Context: an optimization exercise on an open-source flow, tuned for a short achievable clock period and few clock cycles. The choices shown serve that exercise and are no tape-out recipe.
Function was checked by simulation only, so behaviour that the tests miss may differ from the original.
Power is estimated from default activity; no workload was simulated.

== old ==
==> flow/design.v (excerpt) <==
module PROCESSOR(
			input wire Clk,
			input wire Resetin,
			output wire [9:0] imem_addr,
			input wire [31:0] imem_data,
			output wire [9:0] dmem_addr,
			output wire [31:0] dmem_wdata,
			output wire dmem_we,
			input wire [31:0] dmem_rdata
    );
localparam OP_ALU  = 6'b100000;
localparam OP_LI   = 6'b111000;
localparam OP_LUI  = 6'b111001;
localparam OP_ADDI = 6'b110000;
localparam OP_ANDI = 6'b110010;
localparam OP_ORI  = 6'b110011;
localparam OP_LB   = 6'b000011;
localparam OP_LW   = 6'b001111;
localparam OP_SB   = 6'b000111;
localparam OP_SW   = 6'b011111;
localparam OP_B    = 6'b111111;
localparam OP_BEQ  = 6'b000000;
localparam OP_BNE  = 6'b000001;
function [31:0] ksadd(input [31:0] x, input [31:0] y, input cin);
	reg [31:0] g, p, t;
	integer i, d;
	begin
		g = x & y;
		p = x ^ y;
		t = p;
		g[0] = g[0] | (p[0] & cin);
		for (d = 1; d < 32; d = d * 2)
			for (i = 31; i >= d; i = i - 1) begin
				g[i] = g[i] | (p[i] & g[i-d]);
				p[i] = p[i] & p[i-d];
			end
  ...
Size: about 1500 flip-flops, about 120 I/O pins.
clock: 10.0 ns
lec_check: 0
abc_clock_period_in_ps: 1500
cap_margin: 20
core_margin: 2
core_utilization: 40
place_density: 0.6
slew_margin: 20
standard.sh (not shown) runs the stock make flow with config.mk's settings and CLKGATE_MAP_FILE= SYNTH_SCRIPT=/design/flow/synth_recipe.tcl, a recipe that flattens the netlist after the stock synthesis.
==> flow/flow/run.sh <==
#!/bin/bash
# Standard layout, with repair_timing aiming for extra setup slack.
set -euo pipefail
bash standard.sh SETUP_SLACK_MARGIN=7.0 finish > standard.log 2>&1
Testbench counts of old, summed over its fixed seeds: cycles 34,240.
Relative to old, the following input files were edited for new:
diff --git a/flow/design.v b/flow/design.v
--- a/flow/design.v
+++ b/flow/design.v
@@ -141,33 +141,33 @@
                     {{16{ir_d[15]}}, ir_d[15:0]};
 wire       nz_d   = |ir_d[9:0];
 reg [31:0] rf [1:31];
 wire [31:0] rf_rs = rf[rs_d];
 wire [31:0] rf_rt = rf[rt_d];
 wire [31:0] rf_rd = rf[rd_d];
 reg        wr_m, ld_m, lb_m, we_m;
 reg  [4:0] rd_m;
-reg [31:0] res_m, wdata_m, wbv_w, wbvb_w;
+reg [31:0] res_m, wdata_m, wbv_w;
 reg  [9:0] addr_m;
 wire [31:0] ldv_m = lb_m ? {24'b0, dmem_rdata[7:0]} : dmem_rdata;
 wire [31:0] wbv_m = ld_m ? ldv_m : res_m;
 reg        v_e, wr_e, ld_e;
 reg  [4:0] rd_e;
 wire hitE_s = wr_e & (rd_e == rs_d);
 wire hitE_t = wr_e & (rd_e == rt_d);
 wire hitE_d = wr_e & (rd_e == rd_d);
 wire hitM_s = wr_m & (rd_m == rs_d);
 wire hitM_t = wr_m & (rd_m == rt_d);
 wire hitM_d = wr_m & (rd_m == rd_d);
 assign stall_d = ld_e & ((use1_d & hitE_s) | (usert_d & hitE_t) | (userd_d & hitE_d));
 reg [31:0] rs_e, rt_e, rdv_e, imm_e;
 reg        a_res, a_w, a_rf;
 reg        b_res, b_w, b_rf, b_imm;
-reg        b_resn, b_rfn;
+reg        b_resn, b_wn, b_rfn, b_ones;
 reg        c_res, c_w, c_rf;
 reg        st_e, sb_e, lb_e;
 reg        bc_e, beq_e;
 reg  [4:0] bidx_e;
 reg        s_ar, s_sub, s_and, s_or, s_not, s_sra, s_srl, s_sll, s_rol, s_ror;
 wire go_eq = !stall_d & !r_eq_e;
 wire go_ne = !stall_d & !r_ne_e;
 wire go_d  = eq_e ? go_eq : go_ne;
@@ -189,26 +189,28 @@
 		st_e   <= go_d & is_st_d;
 		r_eq_e <= go_d & brc_d & (is_beq_d ? !pred_d : pred_d);
 		r_ne_e <= go_d & brc_d & (is_bne_d ? !pred_d : pred_d);
 	end
 	rd_e   <= rd_d;
 	rs_e   <= rf_rs;
 	rt_e   <= rf_rt;
 	rdv_e  <= rf_rd;
-	imm_e  <= (f_sub_d & (rt_d == 5'd0)) ? 32'hffffffff : imm_d;
+	imm_e  <= imm_d;
 	a_res  <= hitE_s;
 	a_w    <= !hitE_s & hitM_s;
 	a_rf   <= !hitE_s & !hitM_s & (rs_d != 5'd0);
-	b_imm  <= useimm_d | (f_sub_d & (rt_d == 5'd0));
+	b_imm  <= useimm_d;
 	b_res  <= !useimm_d & !f_sub_d & hitE_t;
-	b_w    <= !useimm_d & !hitE_t & hitM_t;
+	b_w    <= !useimm_d & !f_sub_d & !hitE_t & hitM_t;
 	b_rf   <= !useimm_d & !f_sub_d & !hitE_t & !hitM_t & (rt_d != 5'd0);
 	b_resn <= f_sub_d & hitE_t;
+	b_wn   <= f_sub_d & !hitE_t & hitM_t;
 	b_rfn  <= f_sub_d & !hitE_t & !hitM_t & (rt_d != 5'd0);
+	b_ones <= f_sub_d & !hitE_t & !hitM_t & (rt_d == 5'd0);
 	c_res  <= hitE_d;
 	c_w    <= !hitE_d & hitM_d;
 	c_rf   <= !hitE_d & !hitM_d & (rd_d != 5'd0);
 	sb_e   <= is_sb_d;
 	lb_e   <= is_lb_d;
 	pcp1_e   <= pcp1_f;
 	off_e    <= ir_d[9:0];
 	pred_e   <= pred_d;
@@ -221,18 +223,18 @@
 	s_not <= f_not_d;
 	s_sra <= f_sra_d;
 	s_srl <= f_srl_d;
 	s_sll <= f_sll_d;
 	s_rol <= f_rol_d;
 	s_ror <= f_ror_d;
 end
 wire [31:0] A = ({32{a_res}} & res_m) | ({32{a_w}} & wbv_w) | ({32{a_rf}} & rs_e);
-wire [31:0] B = ({32{b_res}} & res_m) | ({32{b_w}} & wbvb_w) | ({32{b_rf}} & rt_e) | ({32{b_imm}} & imm_e)
-              | ({32{b_resn}} & ~res_m) | ({32{b_rfn}} & ~rt_e);
+wire [31:0] B = ({32{b_res}} & res_m) | ({32{b_w}} & wbv_w) | ({32{b_rf}} & rt_e) | ({32{b_imm}} & imm_e)
+              | ({32{b_resn}} & ~res_m) | ({32{b_wn}} & ~wbv_w) | ({32{b_rfn}} & ~rt_e) | {32{b_ones}};
 wire [31:0] C = ({32{c_res}} & res_m) | ({32{c_w}} & wbv_w) | ({32{c_rf}} & rdv_e);
 wire [31:0] sum = ksadd(A, B, s_sub);
 wire [31:0] res_e = ({32{s_ar}} & sum)
                   | ({32{s_and}} & (A & B))
                   | ({32{s_or}}  & (A | B))
                   | ({32{s_not}} & ~A)
                   | ({32{s_sra}} & {A[31], A[31:1]})
                   | ({32{s_srl}} & {1'b0, A[31:1]})
@@ -251,17 +253,16 @@
 	ld_m    <= ld_e;
 	lb_m    <= lb_e;
 	rd_m    <= rd_e;
 	res_m   <= res_e;
 	if (ld_e | st_e)
 		addr_m <= res_e[11:2];
 	wdata_m <= sb_e ? {24'b0, C[7:0]} : C;
 	wbv_w   <= wbv_m;
-	wbvb_w  <= f_sub_d ? ~wbv_m : wbv_m;   
 end
 always @(posedge Clk)
 	if (wr_m)
 		rf[rd_m] <= wbv_m;
 reg       bu_v, bu_t;
 reg [4:0] bu_idx;
 always @(posedge Clk) begin
 	if (Resetin)
## What came out
Changes observed in new relative to old: design area lost 0.0023 mm^2, cell area after synthesis shrank by about 1%, final worst-path setup slack lost 0.31 ns.
Compared with old, new shows a lower portion of netlist area occupied by mux cells.
Area overhead of the layout relative to synthesis for new: 1.7 points down relative to old
Horizontal extent of the die in new is 2.3 um lower than in old
Sequential cell power, new and old: smaller value in new
Between new and old, total nets after synthesis is lower for new, old comes in above that.
Core area on new is ahead of old.
Portion of total power attributed to combinational logic is higher on old
Looking at post-route minimum period across both flows, new is the weaker of the two, with old ahead.
Testbench counts of new, summed over its fixed seeds: cycles 34,240.


PROCESSOR, a different RTL version from the one above (not shown whole).
For scale: roughly 120 I/O pins, ~78000 µm² of cells after synthesis.
==> flow/design.v (excerpt) <==
module PROCESSOR(
			input wire Clk,
			input wire Resetin,
			output wire [9:0] imem_addr,
			input wire [31:0] imem_data,
			output wire [9:0] dmem_addr,
			output wire [31:0] dmem_wdata,
			output wire dmem_we,
			input wire [31:0] dmem_rdata
    );
localparam OP_ALU  = 6'b100000;
localparam OP_LI   = 6'b111000;
localparam OP_LUI  = 6'b111001;
localparam OP_ADDI = 6'b110000;
localparam OP_ANDI = 6'b110010;
localparam OP_ORI  = 6'b110011;
localparam OP_LB   = 6'b000011;
localparam OP_LW   = 6'b001111;
localparam OP_SB   = 6'b000111;
localparam OP_SW   = 6'b011111;
localparam OP_B    = 6'b111111;
localparam OP_BEQ  = 6'b000000;
localparam OP_BNE  = 6'b000001;
function [31:0] ksadd(input [31:0] x, input [31:0] y, input cin);
	reg [31:0] g, p, t;
	integer i, d;
	begin
		g = x & y;
		p = x ^ y;
		t = p;
		g[0] = g[0] | (p[0] & cin);
		for (d = 1; d < 32; d = d * 2)
			for (i = 31; i >= d; i = i - 1) begin
				g[i] = g[i] | (p[i] & g[i-d]);
				p[i] = p[i] & p[i-d];
			end
		ksadd = t ^ {g[30:0], cin};
	end
endfunction
function [9:0] ksadd10(input [9:0] x, input [9:0] y, input cin);
	reg [9:0] g, p, t;
	integer i, d;
	begin
		g = x & y;
  ...
export LEC_CHECK = 0
export ABC_CLOCK_PERIOD_IN_PS = 1500
export CAP_MARGIN = 20
export CORE_MARGIN = 2
export CORE_UTILIZATION = 40
export PLACE_DENSITY = 0.6
export SLEW_MARGIN = 20
create_clock -name core_clock -period 10.0 [get_ports {Clk}]
==> flow/flow/run.sh <==
#!/bin/bash
# Standard layout, with repair_timing aiming for extra setup slack, and
# adders left to ABC (no full/half adder cell extraction).
set -euo pipefail
bash standard.sh SETUP_SLACK_MARGIN=7.0 ADDER_MAP_FILE= finish > standard.log 2>&1
Testbench counts at the start, summed over its fixed seeds: cycles 34,124.
Edit:
--- a/flow/design.v
+++ b/flow/design.v
@@ -50,21 +50,24 @@
 			for (i = 9; i >= d; i = i - 1) begin
 				g[i] = g[i] | (p[i] & g[i-d]);
 				p[i] = p[i] & p[i-d];
 			end
 		ksadd10 = t ^ {g[8:0], cin};
 	end
 endfunction
 wire       stall_d;
 wire       eq_e;
 reg        r_eq_e, r_ne_e;
-reg  [9:0] rtgt_e, rtgtp1_e;
+reg  [9:0] pcp1_e, off_e;
+reg        pred_e;
+wire [9:0] rtgt_e   = pred_e ? pcp1_e : ksadd10(pcp1_e, off_e, 1'b0);
+wire [9:0] rtgtp1_e = pred_e ? pcp1_e + 10'd1 : ksadd10(pcp1_e, off_e, 1'b1);
 reg  [9:0] pc_f, pcp1_f;
 wire [31:0] ir_d = imem_data;
 wire [5:0] op_d  = ir_d[31:26];
 reg  [1:0] bht [0:63];
 reg [63:0] bht_v;
 wire [5:0] bidx_d = pcp1_f[5:0];
 wire       bpred_d = bht_v[bidx_d] ? bht[bidx_d][1] : ir_d[15];
 wire       pred_d  = (op_d == OP_B) | (((op_d == OP_BEQ) | (op_d == OP_BNE)) & bpred_d);
 wire [9:0] tgt_d   = ksadd10(pcp1_f, ir_d[9:0], 1'b0);
 wire [9:0] tgtp1_d = ksadd10(pcp1_f, ir_d[9:0], 1'b1);
@@ -118,22 +121,20 @@
 wire one_op_d = f_not_d | f_sra_d | f_srl_d | f_sll_d | f_rol_d | f_ror_d;
 wire use1_d   = !is_b_d;
 wire usert_d  = is_alu_d & !one_op_d;
 wire userd_d  = is_st_d | is_beq_d | is_bne_d;
 wire wr_d     = (is_alu_d | is_imm_d | is_ld_d) & (rd_d != 5'd0);
 wire useimm_d = is_imm_d | is_ld_d | is_st_d;
 wire [31:0] imm_d = is_lui_d ? {ir_d[15:0], 16'b0} :
                     (is_andi_d | is_ori_d) ? {16'b0, ir_d[15:0]} :
                     {{16{ir_d[15]}}, ir_d[15:0]};
 wire       nz_d   = |ir_d[9:0];
-wire [9:0] rtgt_d   = pred_d ? pcp1_f : tgt_d;
-wire [9:0] rtgtp1_d = pred_d ? pcp2_f : tgtp1_d;
 reg [31:0] rf [1:31];
 wire [31:0] rf_rs = rf[rs_d];
 wire [31:0] rf_rt = rf[rt_d];
 wire [31:0] rf_rd = rf[rd_d];
 reg        wr_m, ld_m, lb_m, we_m;
 reg  [4:0] rd_m;
 reg [31:0] res_m, wdata_m, wbv_w;
 reg  [9:0] addr_m;
 wire [31:0] ldv_m = lb_m ? {24'b0, dmem_rdata[7:0]} : dmem_rdata;
 wire [31:0] wbv_m = ld_m ? ldv_m : res_m;
@@ -191,24 +192,25 @@
 	b_rf   <= !useimm_d & !f_sub_d & !hitE_t & !hitM_t & (rt_d != 5'd0);
 	b_resn <= f_sub_d & hitE_t;
 	b_wn   <= f_sub_d & !hitE_t & hitM_t;
 	b_rfn  <= f_sub_d & !hitE_t & !hitM_t & (rt_d != 5'd0);
 	b_ones <= f_sub_d & !hitE_t & !hitM_t & (rt_d == 5'd0);
 	c_res  <= hitE_d;
 	c_w    <= !hitE_d & hitM_d;
 	c_rf   <= !hitE_d & !hitM_d & (rd_d != 5'd0);
 	sb_e   <= is_sb_d;
 	lb_e   <= is_lb_d;
-	rtgt_e   <= rtgt_d;
+	pcp1_e   <= pcp1_f;
+	off_e    <= ir_d[9:0];
+	pred_e   <= pred_d;
 	beq_e    <= is_beq_d;
 	bidx_e   <= bidx_d;
-	rtgtp1_e <= rtgtp1_d;
 	s_ar  <= f_add_d | f_sub_d | is_li_d | is_lui_d | is_ld_d | is_st_d;
 	s_sub <= f_sub_d;
 	s_and <= f_and_d | is_andi_d;
 	s_or  <= f_or_d | is_ori_d;
 	s_not <= f_not_d;
 	s_sra <= f_sra_d;
 	s_srl <= f_srl_d;
 	s_sll <= f_sll_d;
 	s_rol <= f_rol_d;
 	s_ror <= f_ror_d;
Register-to-register slack loses 0.096 ns.
Power went up by 2.4%.
Critical path depth increases by 2.
Worst setup slack gets worse by 0.086 ns.
Cell count shrinks by 2.7%.
Wire length hardly moves.
Flip-flop and latch count went down by 5.
Combinational power rises by about 4%.
Hold slack is better by 0.017 ns.
Cell area rises by 0.35%.
Core utilization grows by 0.18 points.
Global-route usage increases by 0.22 points.
Die area stays flat.
Sequential share of layout area drops by 0.18 points.
Testbench counts after the change, summed over its fixed seeds: cycles 34,124.

## what the ideal ports hide
How much do the figures lean on ideal ports? The routed layouts below were timed once more, with nothing changed but the port constraints. Step 1 (the two cells are an assumption about what drives the block):
set clk [get_ports {Clk}]
set_driving_cell -lib_cell sky130_fd_sc_hd__clkbuf_16 $clk
set_driving_cell -lib_cell sky130_fd_sc_hd__buf_2 [delete_from_list [all_inputs] $clk]
Step 2, shift: input delay + t, output delay - t, t = (earliest + latest rising clock arrival at the registers) / 2. This alone moves slack from input paths to output paths. a / b / c = ideal / step 1 / step 2; a / b = the first two.
run | shift t [ns] | setup slack, ns | clock arrival spread, ns | worst register clock-pin slew, ns | pins driven straight from the clock port
old | 0.914 | 6.399 / 6.399 / 5.653 | 0.073 / 0.073 | 0.07 / 0.07 | 1
new | 0.925 | 6.084 / 6.084 / 5.619 | 0.043 / 0.042 | 0.07 / 0.07 | 1
the first run of note 2 | 0.923 | 6.370 / 6.206 / 5.283 | 0.103 / 0.104 | 0.07 / 0.07 | 1
the second run of note 2 | 0.942 | 6.284 / 6.284 / 5.593 | 0.060 / 0.060 | 0.07 / 0.07 | 1
After both steps every run listed still meets setup and hold. For the first run of note 2, which loses most, drivers alone change the setup slack by -0.164 ns; drivers and shift together by -1.087 ns.
